Source: an optimization exercise on an open RTL-to-GDS flow (aim: small area and a short achievable clock period). Production flows keep margins and buffers that such runs may drop. No run shown here included a check of the RTL's function; only the layout flow was run.

## flow/design.v (module list and top-level ports; edited modules follow where they fit)
// module PWM_duty_cycle: 1252 lines
module PWM_duty_cycle (
    input clk,
    input rst,
    input pwm_in,
    output reg [7:0] duty_cycle
);
  // ...
==> flow/run.sh <==
#!/bin/bash
# synth_recipe.tcl (not shown) runs the flow's synth.tcl, then flattens the netlist and writes it again
# the make line also repeats each setting of config.mk as NAME=value (left out here)
make -C /OpenROAD-flow-scripts/flow DESIGN_CONFIG=/design/flow/config.mk WORK_HOME=/design/flow/orfs CLKGATE_MAP_FILE= SYNTH_SCRIPT=/design/flow/synth_recipe.tcl finish
==> flow/config.mk <==
export PLATFORM = sky130hd
export DESIGN_NAME = PWM_duty_cycle
export DESIGN_NICKNAME = PWM_duty_cycle
export VERILOG_FILES = /design/flow/design.v
export SDC_FILE = /design/flow/constraint.sdc
export NUM_CORES = 4
export LEC_CHECK = 0
export CAP_MARGIN = 20
export CORE_MARGIN = 2
export CORE_UTILIZATION = 70
export SLEW_MARGIN = 20
==> flow/constraint.sdc <==
create_clock -name core_clock -period 110.0 [get_ports {clk}]
set_input_delay 22.0000 -clock core_clock [delete_from_list [all_inputs] [get_ports {clk}]]
set_output_delay 22.0000 -clock core_clock [all_outputs]
set_load 0.01 [all_outputs]
==> out/qor.txt, run 1 <==
status -> timing/DRC/antenna clean
antenna violations before repair -> 0
largest net degree at the start of global routing -> 48
DP Area -> 15480 sq um
dpl ws -> 85.26 ns
post-synthesis compound-gate area fraction -> 17.03%
DR top layer -> met4
main combinational cell family by area after synthesis -> adder cells
Slew headroom -> 28.86%
gr usage total -> 32.17%
Worst EP required -> 110.19 ns
number of global-route vias before repair -> 12260
Initial Utilization -> 71.47%
simple-gate share of the synthesized area -> 13.95%
clock transition at the registers of the reported paths -> 0.06 ns
area share of the largest cell type after synthesis -> 18.60%
DR vias/cell -> 6.223
Clock Skew -> 0.009503 ns
Yosys top cell by area -> ha_1
Synthesized Nets -> 2032
gpl congestion -> 0.8812
HP Class -> register to register
WP depth -> 8
==> inputs of run 2 (changes only) <==
--- a/flow/design.v
+++ b/flow/design.v
@@ -7,17 +7,17 @@
     reg [20:0] a;                        
     reg [15:0] t;                        
     reg        p;                        
     reg        first;                    
     wire        fe = p & ~pwm_in;
     wire        a_top = (a == 21'd1638375);  
     wire [20:0] a_inc = a_top ? 21'd0 : a + 21'd25;
     wire [22:0] n = {a, 2'b00};        
-    reg [8:0] pr2;
+    reg [7:0] pr2;
     reg [14:0] pr3;
     wire [15:0] T1 = t + 16'd2;
     wire [16:0] tz1;               
     assign tz1[16] = 1'b1;
     genvar g1;
     generate for (g1 = 0; g1 < 16; g1 = g1 + 1) begin : g_tz1
         assign tz1[g1] = tz1[g1+1] & ~T1[g1];
     end endgenerate
@@ -35,260 +35,180 @@
     generate for (g3 = 0; g3 < 16; g3 = g3 + 1) begin : g_tz3
         assign tz3[g3] = tz3[g3+1] & ~T3[g3];
     end endgenerate
     wire [0:0] s1v22 = n[22];
     wire [1:0] s1b22;
     wire [0:0] s1d22;
     assign s1b22[0] = 1'b0;
     assign s1d22[0] = s1v22[0] ^ T1[0] ^ s1b22[0];
-    wire [0:0] s1g22, s1p22;
-    assign s1g22[0] = ~s1v22[0] & T1[0];
-    assign s1p22[0] = ~(s1v22[0] ^ T1[0]);
-    assign s1b22[1] = s1g22[0] | (s1p22[0] & s1b22[0]);
+    assign s1b22[1] = (~s1v22[0] & T1[0]) | (~(s1v22[0] ^ T1[0]) & s1b22[0]);
     wire s1ge22 = ~s1b22[1] & tz1[1];
     wire [0:0] s1r22 = s1ge22 ? s1d22[0:0] : s1v22[0:0];
     wire [1:0] s1v21 = {s1r22[0:0], n[21]};
     wire [2:0] s1b21;
     wire [1:0] s1d21;
     assign s1b21[0] = 1'b0;
     assign s1d21[0] = s1v21[0] ^ T1[0] ^ s1b21[0];
     assign s1d21[1] = s1v21[1] ^ T1[1] ^ s1b21[1];
-    wire [1:0] s1g21, s1p21;
-    assign s1g21[0] = ~s1v21[0] & T1[0];
-    assign s1p21[0] = ~(s1v21[0] ^ T1[0]);
-    assign s1g21[1] = ~s1v21[1] & T1[1];
-    assign s1p21[1] = ~(s1v21[1] ^ T1[1]);
-    assign s1b21[1] = s1g21[0] | (s1p21[0] & s1b21[0]);
-    assign s1b21[2] = s1g21[1] | (s1p21[1] & s1g21[0]) | (s1p21[1] & s1p21[0] & s1b21[0]);
+    assign s1b21[1] = (~s1v21[0] & T1[0]) | (~(s1v21[0] ^ T1[0]) & s1b21[0]);
+    assign s1b21[2] = (~s1v21[1] & T1[1]) | (~(s1v21[1] ^ T1[1]) & s1b21[1]);
     wire s1ge21 = ~s1b21[2] & tz1[2];
     wire [1:0] s1r21 = s1ge21 ? s1d21[1:0] : s1v21[1:0];
     wire [2:0] s1v20 = {s1r21[1:0], n[20]};
     wire [3:0] s1b20;
     wire [2:0] s1d20;
     assign s1b20[0] = 1'b0;
     assign s1d20[0] = s1v20[0] ^ T1[0] ^ s1b20[0];
     assign s1d20[1] = s1v20[1] ^ T1[1] ^ s1b20[1];
     assign s1d20[2] = s1v20[2] ^ T1[2] ^ s1b20[2];
-    wire [2:0] s1g20, s1p20;
-    assign s1g20[0] = ~s1v20[0] & T1[0];
-    assign s1p20[0] = ~(s1v20[0] ^ T1[0]);
-    assign s1g20[1] = ~s1v20[1] & T1[1];
-    assign s1p20[1] = ~(s1v20[1] ^ T1[1]);
-    assign s1g20[2] = ~s1v20[2] & T1[2];
-    assign s1p20[2] = ~(s1v20[2] ^ T1[2]);
-    assign s1b20[1] = s1g20[0] | (s1p20[0] & s1b20[0]);
-    assign s1b20[2] = s1g20[1] | (s1p20[1] & s1g20[0]) | (s1p20[1] & s1p20[0] & s1b20[0]);
-    assign s1b20[3] = s1g20[2] | (s1p20[2] & s1b20[2]);
+    assign s1b20[1] = (~s1v20[0] & T1[0]) | (~(s1v20[0] ^ T1[0]) & s1b20[0]);
+    assign s1b20[2] = (~s1v20[1] & T1[1]) | (~(s1v20[1] ^ T1[1]) & s1b20[1]);
+    assign s1b20[3] = (~s1v20[2] & T1[2]) | (~(s1v20[2] ^ T1[2]) & s1b20[2]);
     wire s1ge20 = ~s1b20[3] & tz1[3];
     wire [2:0] s1r20 = s1ge20 ? s1d20[2:0] : s1v20[2:0];
     wire [3:0] s1v19 = {s1r20[2:0], n[19]};
     wire [4:0] s1b19;
     wire [3:0] s1d19;
     assign s1b19[0] = 1'b0;
     assign s1d19[0] = s1v19[0] ^ T1[0] ^ s1b19[0];
     assign s1d19[1] = s1v19[1] ^ T1[1] ^ s1b19[1];
     assign s1d19[2] = s1v19[2] ^ T1[2] ^ s1b19[2];
     assign s1d19[3] = s1v19[3] ^ T1[3] ^ s1b19[3];
-    wire [3:0] s1g19, s1p19;
-    assign s1g19[0] = ~s1v19[0] & T1[0];
-    assign s1p19[0] = ~(s1v19[0] ^ T1[0]);
-    assign s1g19[1] = ~s1v19[1] & T1[1];
-    assign s1p19[1] = ~(s1v19[1] ^ T1[1]);
-    assign s1g19[2] = ~s1v19[2] & T1[2];
-    assign s1p19[2] = ~(s1v19[2] ^ T1[2]);
-    assign s1g19[3] = ~s1v19[3] & T1[3];
-    assign s1p19[3] = ~(s1v19[3] ^ T1[3]);
-    assign s1b19[1] = s1g19[0] | (s1p19[0] & s1b19[0]);
-    assign s1b19[2] = s1g19[1] | (s1p19[1] & s1g19[0]) | (s1p19[1] & s1p19[0] & s1b19[0]);
-    assign s1b19[3] = s1g19[2] | (s1p19[2] & s1b19[2]);
-    assign s1b19[4] = s1g19[3] | (s1p19[3] & s1g19[2]) | (s1p19[3] & s1p19[2] & s1b19[2]);
+    assign s1b19[1] = (~s1v19[0] & T1[0]) | (~(s1v19[0] ^ T1[0]) & s1b19[0]);
+    assign s1b19[2] = (~s1v19[1] & T1[1]) | (~(s1v19[1] ^ T1[1]) & s1b19[1]);
+    assign s1b19[3] = (~s1v19[2] & T1[2]) | (~(s1v19[2] ^ T1[2]) & s1b19[2]);
+    assign s1b19[4] = (~s1v19[3] & T1[3]) | (~(s1v19[3] ^ T1[3]) & s1b19[3]);
     wire s1ge19 = ~s1b19[4] & tz1[4];
     wire [3:0] s1r19 = s1ge19 ? s1d19[3:0] : s1v19[3:0];
     wire [4:0] s1v18 = {s1r19[3:0], n[18]};
     wire [5:0] s1b18;
     wire [4:0] s1d18;
     assign s1b18[0] = 1'b0;
     assign s1d18[0] = s1v18[0] ^ T1[0] ^ s1b18[0];
     assign s1d18[1] = s1v18[1] ^ T1[1] ^ s1b18[1];
     assign s1d18[2] = s1v18[2] ^ T1[2] ^ s1b18[2];
     assign s1d18[3] = s1v18[3] ^ T1[3] ^ s1b18[3];
     assign s1d18[4] = s1v18[4] ^ T1[4] ^ s1b18[4];
-    wire [4:0] s1g18, s1p18;
-    assign s1g18[0] = ~s1v18[0] & T1[0];
-    assign s1p18[0] = ~(s1v18[0] ^ T1[0]);
-    assign s1g18[1] = ~s1v18[1] & T1[1];
-    assign s1p18[1] = ~(s1v18[1] ^ T1[1]);
-    assign s1g18[2] = ~s1v18[2] & T1[2];
-    assign s1p18[2] = ~(s1v18[2] ^ T1[2]);
-    assign s1g18[3] = ~s1v18[3] & T1[3];
-    assign s1p18[3] = ~(s1v18[3] ^ T1[3]);
-    assign s1g18[4] = ~s1v18[4] & T1[4];
-    assign s1p18[4] = ~(s1v18[4] ^ T1[4]);
-    assign s1b18[1] = s1g18[0] | (s1p18[0] & s1b18[0]);
-    assign s1b18[2] = s1g18[1] | (s1p18[1] & s1g18[0]) | (s1p18[1] & s1p18[0] & s1b18[0]);
-    assign s1b18[3] = s1g18[2] | (s1p18[2] & s1b18[2]);
-    assign s1b18[4] = s1g18[3] | (s1p18[3] & s1g18[2]) | (s1p18[3] & s1p18[2] & s1b18[2]);
-    assign s1b18[5] = s1g18[4] | (s1p18[4] & s1b18[4]);
+    assign s1b18[1] = (~s1v18[0] & T1[0]) | (~(s1v18[0] ^ T1[0]) & s1b18[0]);
+    assign s1b18[2] = (~s1v18[1] & T1[1]) | (~(s1v18[1] ^ T1[1]) & s1b18[1]);
+    assign s1b18[3] = (~s1v18[2] & T1[2]) | (~(s1v18[2] ^ T1[2]) & s1b18[2]);
+    assign s1b18[4] = (~s1v18[3] & T1[3]) | (~(s1v18[3] ^ T1[3]) & s1b18[3]);
+    assign s1b18[5] = (~s1v18[4] & T1[4]) | (~(s1v18[4] ^ T1[4]) & s1b18[4]);
     wire s1ge18 = ~s1b18[5] & tz1[5];
     wire [4:0] s1r18 = s1ge18 ? s1d18[4:0] : s1v18[4:0];
     wire [5:0] s1v17 = {s1r18[4:0], n[17]};
     wire [6:0] s1b17;
     wire [5:0] s1d17;
     assign s1b17[0] = 1'b0;
     assign s1d17[0] = s1v17[0] ^ T1[0] ^ s1b17[0];
     assign s1d17[1] = s1v17[1] ^ T1[1] ^ s1b17[1];
     assign s1d17[2] = s1v17[2] ^ T1[2] ^ s1b17[2];
     assign s1d17[3] = s1v17[3] ^ T1[3] ^ s1b17[3];
     assign s1d17[4] = s1v17[4] ^ T1[4] ^ s1b17[4];
     assign s1d17[5] = s1v17[5] ^ T1[5] ^ s1b17[5];
-    wire [5:0] s1g17, s1p17;
-    assign s1g17[0] = ~s1v17[0] & T1[0];
-    assign s1p17[0] = ~(s1v17[0] ^ T1[0]);
-    assign s1g17[1] = ~s1v17[1] & T1[1];
-    assign s1p17[1] = ~(s1v17[1] ^ T1[1]);
-    assign s1g17[2] = ~s1v17[2] & T1[2];
-    assign s1p17[2] = ~(s1v17[2] ^ T1[2]);
-    assign s1g17[3] = ~s1v17[3] & T1[3];
-    assign s1p17[3] = ~(s1v17[3] ^ T1[3]);
-    assign s1g17[4] = ~s1v17[4] & T1[4];
-    assign s1p17[4] = ~(s1v17[4] ^ T1[4]);
-    assign s1g17[5] = ~s1v17[5] & T1[5];
-    assign s1p17[5] = ~(s1v17[5] ^ T1[5]);
-    assign s1b17[1] = s1g17[0] | (s1p17[0] & s1b17[0]);
-    assign s1b17[2] = s1g17[1] | (s1p17[1] & s1g17[0]) | (s1p17[1] & s1p17[0] & s1b17[0]);
-    assign s1b17[3] = s1g17[2] | (s1p17[2] & s1b17[2]);
-    assign s1b17[4] = s1g17[3] | (s1p17[3] & s1g17[2]) | (s1p17[3] & s1p17[2] & s1b17[2]);
-    assign s1b17[5] = s1g17[4] | (s1p17[4] & s1b17[4]);
-    assign s1b17[6] = s1g17[5] | (s1p17[5] & s1g17[4]) | (s1p17[5] & s1p17[4] & s1b17[4]);
+    assign s1b17[1] = (~s1v17[0] & T1[0]) | (~(s1v17[0] ^ T1[0]) & s1b17[0]);
+    assign s1b17[2] = (~s1v17[1] & T1[1]) | (~(s1v17[1] ^ T1[1]) & s1b17[1]);
+    assign s1b17[3] = (~s1v17[2] & T1[2]) | (~(s1v17[2] ^ T1[2]) & s1b17[2]);
+    assign s1b17[4] = (~s1v17[3] & T1[3]) | (~(s1v17[3] ^ T1[3]) & s1b17[3]);
+    assign s1b17[5] = (~s1v17[4] & T1[4]) | (~(s1v17[4] ^ T1[4]) & s1b17[4]);
+    assign s1b17[6] = (~s1v17[5] & T1[5]) | (~(s1v17[5] ^ T1[5]) & s1b17[5]);
     wire s1ge17 = ~s1b17[6] & tz1[6];
     wire [5:0] s1r17 = s1ge17 ? s1d17[5:0] : s1v17[5:0];
     wire [6:0] s1v16 = {s1r17[5:0], n[16]};
     wire [7:0] s1b16;
     wire [6:0] s1d16;
     assign s1b16[0] = 1'b0;
     assign s1d16[0] = s1v16[0] ^ T1[0] ^ s1b16[0];
     assign s1d16[1] = s1v16[1] ^ T1[1] ^ s1b16[1];
     assign s1d16[2] = s1v16[2] ^ T1[2] ^ s1b16[2];
     assign s1d16[3] = s1v16[3] ^ T1[3] ^ s1b16[3];
     assign s1d16[4] = s1v16[4] ^ T1[4] ^ s1b16[4];
     assign s1d16[5] = s1v16[5] ^ T1[5] ^ s1b16[5];
     assign s1d16[6] = s1v16[6] ^ T1[6] ^ s1b16[6];
-    wire [6:0] s1g16, s1p16;
-    assign s1g16[0] = ~s1v16[0] & T1[0];
-    assign s1p16[0] = ~(s1v16[0] ^ T1[0]);
-    assign s1g16[1] = ~s1v16[1] & T1[1];
-    assign s1p16[1] = ~(s1v16[1] ^ T1[1]);
-    assign s1g16[2] = ~s1v16[2] & T1[2];
-    assign s1p16[2] = ~(s1v16[2] ^ T1[2]);
-    assign s1g16[3] = ~s1v16[3] & T1[3];
-    assign s1p16[3] = ~(s1v16[3] ^ T1[3]);
-    assign s1g16[4] = ~s1v16[4] & T1[4];
-    assign s1p16[4] = ~(s1v16[4] ^ T1[4]);
-    assign s1g16[5] = ~s1v16[5] & T1[5];
-    assign s1p16[5] = ~(s1v16[5] ^ T1[5]);
-    assign s1g16[6] = ~s1v16[6] & T1[6];
-    assign s1p16[6] = ~(s1v16[6] ^ T1[6]);
-    assign s1b16[1] = s1g16[0] | (s1p16[0] & s1b16[0]);
-    assign s1b16[2] = s1g16[1] | (s1p16[1] & s1g16[0]) | (s1p16[1] & s1p16[0] & s1b16[0]);
-    assign s1b16[3] = s1g16[2] | (s1p16[2] & s1b16[2]);
-    assign s1b16[4] = s1g16[3] | (s1p16[3] & s1g16[2]) | (s1p16[3] & s1p16[2] & s1b16[2]);
-    assign s1b16[5] = s1g16[4] | (s1p16[4] & s1b16[4]);
-    assign s1b16[6] = s1g16[5] | (s1p16[5] & s1g16[4]) | (s1p16[5] & s1p16[4] & s1b16[4]);
-    assign s1b16[7] = s1g16[6] | (s1p16[6] & s1b16[6]);
+    assign s1b16[1] = (~s1v16[0] & T1[0]) | (~(s1v16[0] ^ T1[0]) & s1b16[0]);
+    assign s1b16[2] = (~s1v16[1] & T1[1]) | (~(s1v16[1] ^ T1[1]) & s1b16[1]);
+    assign s1b16[3] = (~s1v16[2] & T1[2]) | (~(s1v16[2] ^ T1[2]) & s1b16[2]);
+    assign s1b16[4] = (~s1v16[3] & T1[3]) | (~(s1v16[3] ^ T1[3]) & s1b16[3]);
+    assign s1b16[5] = (~s1v16[4] & T1[4]) | (~(s1v16[4] ^ T1[4]) & s1b16[4]);
+    assign s1b16[6] = (~s1v16[5] & T1[5]) | (~(s1v16[5] ^ T1[5]) & s1b16[5]);
+    assign s1b16[7] = (~s1v16[6] & T1[6]) | (~(s1v16[6] ^ T1[6]) & s1b16[6]);
     wire s1ge16 = ~s1b16[7] & tz1[7];
     wire [6:0] s1r16 = s1ge16 ? s1d16[6:0] : s1v16[6:0];
     wire [7:0] s1v15 = {s1r16[6:0], n[15]};
     wire [8:0] s1b15;
     wire [7:0] s1d15;
     assign s1b15[0] = 1'b0;
     assign s1d15[0] = s1v15[0] ^ T1[0] ^ s1b15[0];
     assign s1d15[1] = s1v15[1] ^ T1[1] ^ s1b15[1];
     assign s1d15[2] = s1v15[2] ^ T1[2] ^ s1b15[2];
     assign s1d15[3] = s1v15[3] ^ T1[3] ^ s1b15[3];
     assign s1d15[4] = s1v15[4] ^ T1[4] ^ s1b15[4];
     assign s1d15[5] = s1v15[5] ^ T1[5] ^ s1b15[5];
     assign s1d15[6] = s1v15[6] ^ T1[6] ^ s1b15[6];
     assign s1d15[7] = s1v15[7] ^ T1[7] ^ s1b15[7];
-    wire [7:0] s1g15, s1p15;
-    assign s1g15[0] = ~s1v15[0] & T1[0];
-    assign s1p15[0] = ~(s1v15[0] ^ T1[0]);
-    assign s1g15[1] = ~s1v15[1] & T1[1];
-    assign s1p15[1] = ~(s1v15[1] ^ T1[1]);
-    assign s1g15[2] = ~s1v15[2] & T1[2];
-    assign s1p15[2] = ~(s1v15[2] ^ T1[2]);
-    assign s1g15[3] = ~s1v15[3] & T1[3];
-    assign s1p15[3] = ~(s1v15[3] ^ T1[3]);
-    assign s1g15[4] = ~s1v15[4] & T1[4];
-    assign s1p15[4] = ~(s1v15[4] ^ T1[4]);
-    assign s1g15[5] = ~s1v15[5] & T1[5];
-    assign s1p15[5] = ~(s1v15[5] ^ T1[5]);
-    assign s1g15[6] = ~s1v15[6] & T1[6];
-    assign s1p15[6] = ~(s1v15[6] ^ T1[6]);
-    assign s1g15[7] = ~s1v15[7] & T1[7];
-    assign s1p15[7] = ~(s1v15[7] ^ T1[7]);
-    assign s1b15[1] = s1g15[0] | (s1p15[0] & s1b15[0]);
-    assign s1b15[2] = s1g15[1] | (s1p15[1] & s1g15[0]) | (s1p15[1] & s1p15[0] & s1b15[0]);
-    assign s1b15[3] = s1g15[2] | (s1p15[2] & s1b15[2]);
-    assign s1b15[4] = s1g15[3] | (s1p15[3] & s1g15[2]) | (s1p15[3] & s1p15[2] & s1b15[2]);
-    assign s1b15[5] = s1g15[4] | (s1p15[4] & s1b15[4]);
-    assign s1b15[6] = s1g15[5] | (s1p15[5] & s1g15[4]) | (s1p15[5] & s1p15[4] & s1b15[4]);
-    assign s1b15[7] = s1g15[6] | (s1p15[6] & s1b15[6]);
-    assign s1b15[8] = s1g15[7] | (s1p15[7] & s1g15[6]) | (s1p15[7] & s1p15[6] & s1b15[6]);
+    assign s1b15[1] = (~s1v15[0] & T1[0]) | (~(s1v15[0] ^ T1[0]) & s1b15[0]);
+    assign s1b15[2] = (~s1v15[1] & T1[1]) | (~(s1v15[1] ^ T1[1]) & s1b15[1]);
+    assign s1b15[3] = (~s1v15[2] & T1[2]) | (~(s1v15[2] ^ T1[2]) & s1b15[2]);
+    assign s1b15[4] = (~s1v15[3] & T1[3]) | (~(s1v15[3] ^ T1[3]) & s1b15[3]);
+    assign s1b15[5] = (~s1v15[4] & T1[4]) | (~(s1v15[4] ^ T1[4]) & s1b15[4]);
+    assign s1b15[6] = (~s1v15[5] & T1[5]) | (~(s1v15[5] ^ T1[5]) & s1b15[5]);
+    assign s1b15[7] = (~s1v15[6] & T1[6]) | (~(s1v15[6] ^ T1[6]) & s1b15[6]);
+    assign s1b15[8] = (~s1v15[7] & T1[7]) | (~(s1v15[7] ^ T1[7]) & s1b15[7]);
     wire s1ge15 = ~s1b15[8] & tz1[8];
     wire [7:0] s1r15 = s1ge15 ? s1d15[7:0] : s1v15[7:0];
-    wire [8:0] s1v14 = {s1r15[7:0], n[14]};
-    wire [9:0] s1b14;
-    wire [8:0] s1d14;
-    assign s1b14[0] = 1'b0;
-    assign s1d14[0] = s1v14[0] ^ T1[0] ^ s1b14[0];
-    assign s1d14[1] = s1v14[1] ^ T1[1] ^ s1b14[1];
-    assign s1d14[2] = s1v14[2] ^ T1[2] ^ s1b14[2];
-    assign s1d14[3] = s1v14[3] ^ T1[3] ^ s1b14[3];
-    assign s1d14[4] = s1v14[4] ^ T1[4] ^ s1b14[4];
-    assign s1d14[5] = s1v14[5] ^ T1[5] ^ s1b14[5];
-    assign s1d14[6] = s1v14[6] ^ T1[6] ^ s1b14[6];
-    assign s1d14[7] = s1v14[7] ^ T1[7] ^ s1b14[7];
-    assign s1d14[8] = s1v14[8] ^ T1[8] ^ s1b14[8];
-    wire [8:0] s1g14, s1p14;
-    assign s1g14[0] = ~s1v14[0] & T1[0];
-    assign s1p14[0] = ~(s1v14[0] ^ T1[0]);
-    assign s1g14[1] = ~s1v14[1] & T1[1];
-    assign s1p14[1] = ~(s1v14[1] ^ T1[1]);
-    assign s1g14[2] = ~s1v14[2] & T1[2];
-    assign s1p14[2] = ~(s1v14[2] ^ T1[2]);
-    assign s1g14[3] = ~s1v14[3] & T1[3];
-    assign s1p14[3] = ~(s1v14[3] ^ T1[3]);
-    assign s1g14[4] = ~s1v14[4] & T1[4];
-    assign s1p14[4] = ~(s1v14[4] ^ T1[4]);
-    assign s1g14[5] = ~s1v14[5] & T1[5];
-    assign s1p14[5] = ~(s1v14[5] ^ T1[5]);
-    assign s1g14[6] = ~s1v14[6] & T1[6];
-    assign s1p14[6] = ~(s1v14[6] ^ T1[6]);
-    assign s1g14[7] = ~s1v14[7] & T1[7];
-    assign s1p14[7] = ~(s1v14[7] ^ T1[7]);
-    assign s1g14[8] = ~s1v14[8] & T1[8];
-    assign s1p14[8] = ~(s1v14[8] ^ T1[8]);
-    assign s1b14[1] = s1g14[0] | (s1p14[0] & s1b14[0]);
-    assign s1b14[2] = s1g14[1] | (s1p14[1] & s1g14[0]) | (s1p14[1] & s1p14[0] & s1b14[0]);
-    assign s1b14[3] = s1g14[2] | (s1p14[2] & s1b14[2]);
-    assign s1b14[4] = s1g14[3] | (s1p14[3] & s1g14[2]) | (s1p14[3] & s1p14[2] & s1b14[2]);
-    assign s1b14[5] = s1g14[4] | (s1p14[4] & s1b14[4]);
-    assign s1b14[6] = s1g14[5] | (s1p14[5] & s1g14[4]) | (s1p14[5] & s1p14[4] & s1b14[4]);
-    assign s1b14[7] = s1g14[6] | (s1p14[6] & s1b14[6]);
-    assign s1b14[8] = s1g14[7] | (s1p14[7] & s1g14[6]) | (s1p14[7] & s1p14[6] & s1b14[6]);
-    assign s1b14[9] = s1g14[8] | (s1p14[8] & s1b14[8]);
-    wire s1ge14 = ~s1b14[9] & tz1[9];
-    wire [8:0] s1r14 = s1ge14 ? s1d14[8:0] : s1v14[8:0];
-    wire sm2 = (a[20:12] == 0);              
-    wire cb2 = p & (a[11:0] < 12'd25);   
-    wire [8:0] pi2 = pr2 + cb2;
-    wire pe2 = ({7'd0, pi2} == T2);
-    wire [8:0] P2 = (sm2 | pe2) ? 9'd0 : pi2;
-    wire [9:0] s2v13 = {P2[8:0], n[13]};
+    wire sm2 = (a[20:13] == 0);              
+    wire cb2 = p & (a[12:0] < 13'd25);   
+    wire [7:0] pi2 = pr2 + cb2;
+    wire pe2 = ({8'd0, pi2} == T2);
+    wire [7:0] P2 = (sm2 | pe2) ? 8'd0 : pi2;
+    wire [8:0] s2v14 = {P2[7:0], n[14]};
+    wire [9:0] s2b14;
+    wire [8:0] s2d14;
+    assign s2b14[0] = 1'b0;
+    assign s2d14[0] = s2v14[0] ^ T2[0] ^ s2b14[0];
+    assign s2d14[1] = s2v14[1] ^ T2[1] ^ s2b14[1];
+    assign s2d14[2] = s2v14[2] ^ T2[2] ^ s2b14[2];
+    assign s2d14[3] = s2v14[3] ^ T2[3] ^ s2b14[3];
+    assign s2d14[4] = s2v14[4] ^ T2[4] ^ s2b14[4];
+    assign s2d14[5] = s2v14[5] ^ T2[5] ^ s2b14[5];
+    assign s2d14[6] = s2v14[6] ^ T2[6] ^ s2b14[6];
+    assign s2d14[7] = s2v14[7] ^ T2[7] ^ s2b14[7];
+    assign s2d14[8] = s2v14[8] ^ T2[8] ^ s2b14[8];
+    wire [8:0] s2g14, s2p14;
+    assign s2g14[0] = ~s2v14[0] & T2[0];
+    assign s2p14[0] = ~(s2v14[0] ^ T2[0]);
+    assign s2g14[1] = ~s2v14[1] & T2[1];
+    assign s2p14[1] = ~(s2v14[1] ^ T2[1]);
+    assign s2g14[2] = ~s2v14[2] & T2[2];
+    assign s2p14[2] = ~(s2v14[2] ^ T2[2]);
+    assign s2g14[3] = ~s2v14[3] & T2[3];
+    assign s2p14[3] = ~(s2v14[3] ^ T2[3]);
+    assign s2g14[4] = ~s2v14[4] & T2[4];
+    assign s2p14[4] = ~(s2v14[4] ^ T2[4]);
+    assign s2g14[5] = ~s2v14[5] & T2[5];
+    assign s2p14[5] = ~(s2v14[5] ^ T2[5]);
+    assign s2g14[6] = ~s2v14[6] & T2[6];
+    assign s2p14[6] = ~(s2v14[6] ^ T2[6]);
+    assign s2g14[7] = ~s2v14[7] & T2[7];
+    assign s2p14[7] = ~(s2v14[7] ^ T2[7]);
+    assign s2g14[8] = ~s2v14[8] & T2[8];
+    assign s2p14[8] = ~(s2v14[8] ^ T2[8]);
+    assign s2b14[1] = s2g14[0] | (s2p14[0] & s2b14[0]);
+    assign s2b14[2] = s2g14[1] | (s2p14[1] & s2g14[0]) | (s2p14[1] & s2p14[0] & s2b14[0]);
+    assign s2b14[3] = s2g14[2] | (s2p14[2] & s2b14[2]);
+    assign s2b14[4] = s2g14[3] | (s2p14[3] & s2g14[2]) | (s2p14[3] & s2p14[2] & s2b14[2]);
+    assign s2b14[5] = s2g14[4] | (s2p14[4] & s2b14[4]);
+    assign s2b14[6] = s2g14[5] | (s2p14[5] & s2g14[4]) | (s2p14[5] & s2p14[4] & s2b14[4]);
+    assign s2b14[7] = s2g14[6] | (s2p14[6] & s2b14[6]);
+    assign s2b14[8] = s2g14[7] | (s2p14[7] & s2g14[6]) | (s2p14[7] & s2p14[6] & s2b14[6]);
+    assign s2b14[9] = s2g14[8] | (s2p14[8] & s2b14[8]);
+    wire s2ge14 = ~s2b14[9] & tz2[9];
+    wire [8:0] s2r14 = s2ge14 ? s2d14[8:0] : s2v14[8:0];
+    wire [9:0] s2v13 = {s2r14[8:0], n[13]};
     wire [10:0] s2b13;
     wire [9:0] s2d13;
     assign s2b13[0] = 1'b0;
     assign s2d13[0] = s2v13[0] ^ T2[0] ^ s2b13[0];
     assign s2d13[1] = s2v13[1] ^ T2[1] ^ s2b13[1];
     assign s2d13[2] = s2v13[2] ^ T2[2] ^ s2b13[2];
     assign s2d13[3] = s2v13[3] ^ T2[3] ^ s2b13[3];
     assign s2d13[4] = s2v13[4] ^ T2[4] ^ s2b13[4];
@@ -1221,32 +1141,34 @@
     assign s3b0[14] = s3g0[13] | (s3p0[13] & s3g0[12]) | (s3p0[13] & s3p0[12] & s3b0[12]);
     assign s3b0[15] = s3g0[14] | (s3p0[14] & s3b0[14]);
     assign s3b0[16] = s3g0[15] | (s3p0[15] & s3g0[14]) | (s3p0[15] & s3p0[14] & s3b0[14]);
     assign s3b0[17] = s3g0[16] | (s3p0[16] & s3b0[16]);
     wire s3ge0 = ~s3b0[17];
     wire [15:0] s3r0 = s3ge0 ? s3d0[15:0] : s3v0[15:0];
     wire [7:0] q = {s3ge7, s3ge6, s3ge5, s3ge4, s3ge3, s3ge2, s3ge1, s3ge0};
     always @(posedge clk) begin
-        pr2 <= s1r14;
+        pr2 <= s1r15;
         pr3 <= s2r8;
     end
-    always @(posedge clk or posedge rst) begin
-        if (rst) begin
+    always @(posedge clk) begin
+        if (fe) begin
             a <= 21'd25;
             t <= 16'd0;
+        end else begin
+            t <= T2;
+            if (pwm_in) a <= a_inc;
+        end
+    end
+    always @(posedge clk or posedge rst) begin
+        if (rst) begin
             p <= 1'b0;
             first <= 1'b1;
             duty_cycle <= 8'd0;
         end else begin
             if (fe) begin
                 if (!first && !tz3[0]) duty_cycle <= q;
                 first <= 1'b0;
-                a <= 21'd25;
-                t <= 16'd0;
-            end else begin
-                t <= T2;
-                if (pwm_in) a <= a_inc;
             end
             p <= pwm_in;
         end
     end
 endmodule
==> flow/config.mk (replaced) <==
export PLATFORM = sky130hd
export DESIGN_NAME = PWM_duty_cycle
export DESIGN_NICKNAME = PWM_duty_cycle
export VERILOG_FILES = /design/flow/design.v
export SDC_FILE = /design/flow/constraint.sdc
export NUM_CORES = 4
export LEC_CHECK = 0
export CAP_MARGIN = 20
export CORE_MARGIN = 2
export CORE_UTILIZATION = 40
export SLEW_MARGIN = 20
==> out/qor.txt, run 2 <==
Worst Setup Path Type -> register to register
area grow syn2layout -> 6.837%
critical path peak fanout -> 18
Final Hold Fails -> 0
Rows -> 70
PortBufs -> 10
Mean Syn Cell Area -> 8.773 sq um
CTS tree -> done
Clock Skew -> 0.01333 ns (+0.003830 ns)
Final Cycle Share -> 21.64%
Max Slew Vio Count -> 0
die outline area -> 38190 sq um
Initial DRT Pass Iterations -> 5
Tightest Pin Transition -> 0.9902 ns
CTS root buf -> clkbuf_16
most common cell after layout, fill and taps aside -> ha_1
Slowest-stage cell, CP -> dfxtp_1
fin crit period -> 23.80 ns
PnR worst setup slack -> 86.20 ns
status -> timing/DRC/antenna clean
DIE HEIGHT -> 195.4 um
number of distinct library cells after synthesis -> 76
DRC -> 0
synthesized cell area -> 14660 sq um
CP max stage delay -> 0.83 ns
Commonest cells post-synth -> ha_1 (206), inv_1 (163), fa_1 (128), nor2_1 (124), nand2_1 (92)
H-tree depth -> 3
Die Wd -> 195.4 um
CTS Buffer Depth -> 2
top-count cell post-synth -> ha_1
RSZ-0062 raised after global routing -> no
fmax -> 0.04201 GHz
TritonCTS Sinks -> 70
Max Cap Violations -> 0
io pins -> 11
area share of the largest cell type after synthesis -> 17.58% (-1.0 points)
Post-synth ARST share -> 14.29%
cts bufs inserted -> 9
Synth Register Bits -> 70
HP Class -> register to register
top cells by area, synth -> ha_1 (18%), fa_1 (17%), dfxtp_1 (8.2%), mux2_2 (5.8%), xnor2_1 (4.3%)
Initial Utilization -> 40.33% (-31 points)
hpwl dp -> 29660 um
worst-skew pair later-pin latency -> 0.35 ns
number of global-route vias before repair -> 12250 (-0.041%)
Slew headroom -> 33.90% (+5.0 points)
first-pass GRT wire length -> 61300 um
Top reg by flops -> a
routed len/inst -> 16.61 um
largest net degree at the start of global routing -> 26 (-46%)
Total Neg Setup Slack -> 0 ns
startpoint class of the critical path -> register
WP data arrival -> 24.02 ns
Synthesized Nets -> 2008 (-1.2%)
Setup Buffers After CTS -> 0
DRT antenna net count -> 0
antenna violations before repair -> 0 (unchanged)
diode count -> 0
dpl ws -> 85.85 ns (+0.5823 ns)
commonest non-fill, non-tap cells in the layout -> ha_1 (206), inv_1 (163), fa_1 (128)
Finish-stage setup viols -> 0
gr usage total -> 19.48% (-13 points)
Routed WL -> 35710 um
GR Util met2 -> 35.61%
Seq/Total Area, Yosys -> 9.910%
met3 Resource Use GR -> 1.382%
share of cells above drive strength 1 -> 9.340%
CTS Hold Bufs -> 0
Filler cells -> 3567
GR peak layer -> met2
Worst EP required -> 110.22 ns (+0.03 ns)
max FFs per register -> 21
CTS resizes -> 0
number of DRC markers in iteration 0 -> 666
most used cell, CP -> a21o_1
met1 Resource Use GR -> 25.09%
setup slack, reg-to-reg -> 86.20 ns
clock transition at the registers of the reported paths -> 0.06 ns (about the same)
Post-Synthesis Cells -> 1671
Synth Flop Type -> dfxtp_1
yosys warns -> 1
Layout Nets -> 2013
GRT overflow -> 0
crit end category -> register
Yosys top cell by area -> ha_1
placeable core region -> 36350 sq um
DR vias/cell -> 5.530 (-11%)
Top Registers -> a: 21 flops, t: 16 flops, pr3: 15 flops
via count -> 11890
number of synthesized flops with an enable pin -> 0
gpl congestion -> 0.8643 (-1.9%)
## run 2: layout make-up
cell class                      count  area [sq um]  area share, %
Multi-Input combinational cell   1400         12460          79.57
Sequential cell                    70          1453          9.275
Inverter                          163         611.8          3.907
Tap cell                          468         585.6          3.739
Timing Repair Buffer               32         265.3          1.694
Clock buffer                       10         239.0          1.526
Clock inverter                      6         45.04         0.2876
## run 2: stage by stage
| step | area [sq um] | hold slack, ns | utilization, % | cells |
|---|---|---|---|---|
| 6_report | 15660 | 0.4777 | 43.09 | 2149 |
| 3_3_place_gp | 15370 | 0.4693 | 42.28 | 2133 |
| 2_1_floorplan | 14660 | 0.4618 | - | 1671 |
| 5_1_grt | 15660 | 0.4884 | 43.09 | 2149 |
| 4_1_cts | 15650 | 0.4818 | 43.06 | 2149 |
| 3_5_place_dp | 15370 | 0.4746 | 42.28 | 2133 |
## run 2: worst paths after layout
check,start,end,cells after the start
setup reg to reg,t[3]$_SDFF_PP0_,pr3[11]$_DFF_P_,103
hold reg to reg,duty_cycle[1]$_DFFE_PP0P_,duty_cycle[1]$_DFFE_PP0P_,2
min in group asynchronous,rst,duty_cycle[7]$_DFFE_PP0P_,2
hold / removal,duty_cycle[1]$_DFFE_PP0P_,duty_cycle[1]$_DFFE_PP0P_,2
setup / recovery,t[3]$_SDFF_PP0_,pr3[11]$_DFF_P_,103
max in group asynchronous,rst,first$_DFFE_PP1P_,2
## run 2: worst max-delay path, delay by kind of cell (launching register included)
family / cells / cell delay [ns]
AOI/OAI and AO/OA: 69 / 13.63
and+or+nand+nor: 13 / 3.79
adders and majority gates: 11 / 3.59
DFF: 1 / 0.83
buffers and inverters: 7 / 0.75
muxes: 2 / 0.71
xor gates and xnor gates: 1 / 0.33
## run 2: layer usage
| metal | wire (um) | share of wire (%) |
|---|---|---|
| met1 | 16490 | 46 |
| met2 | 17830 | 50 |
| met3 | 851 | 2.4 |
| met4 | 537 | 1.5 |
| met5 | 0 | 0 |
## run 2: kinds of logic after synthesis
group	count (synthesis)	synth area share (%)
multiplexers	139	10.37
adder cells (fa/ha/maj)	334	35.06
buffers and inverters	201	5.300
XOR/XNOR	134	8.006
AO/OA/AOI/OAI	375	17.32
AND/OR/NAND/NOR	418	14.03
flip-flops	70	9.910

## re-timing with driven ports
The flow's constraints put no driver on any port. The routed layouts listed below were extracted and timed again, unchanged, in two steps.
Step 1: set_driving_cell puts a clkbuf_16 on clk and a buf_2 on each other input, an assumption about the parent block.
Step 2 also shifts input and output timing later by t, the mid clock arrival at the registers, as if the neighbouring blocks saw the same clock.
Three values: ideal ports, drivers, drivers and shift; two values: the first two.
| run | t, ns | slack for setup (ns) | latest minus earliest clock arrival (ns) | worst data-port slew with drivers (ns) | pins driven straight from the clock port |
|---|---|---|---|---|---|
| run 1 | 0.395 | 85.564 / 85.591 / 85.196 | 0.009 / 0.010 | 0.03 | 1 |
| run 2 | 0.383 | 86.197 / 86.197 / 85.844 | 0.013 / 0.014 | 0.03 | 1 |
After both steps every run listed still meets setup and hold. For run 1, which loses most, drivers alone change the setup slack by +0.027 ns; drivers and shift together by -0.368 ns.
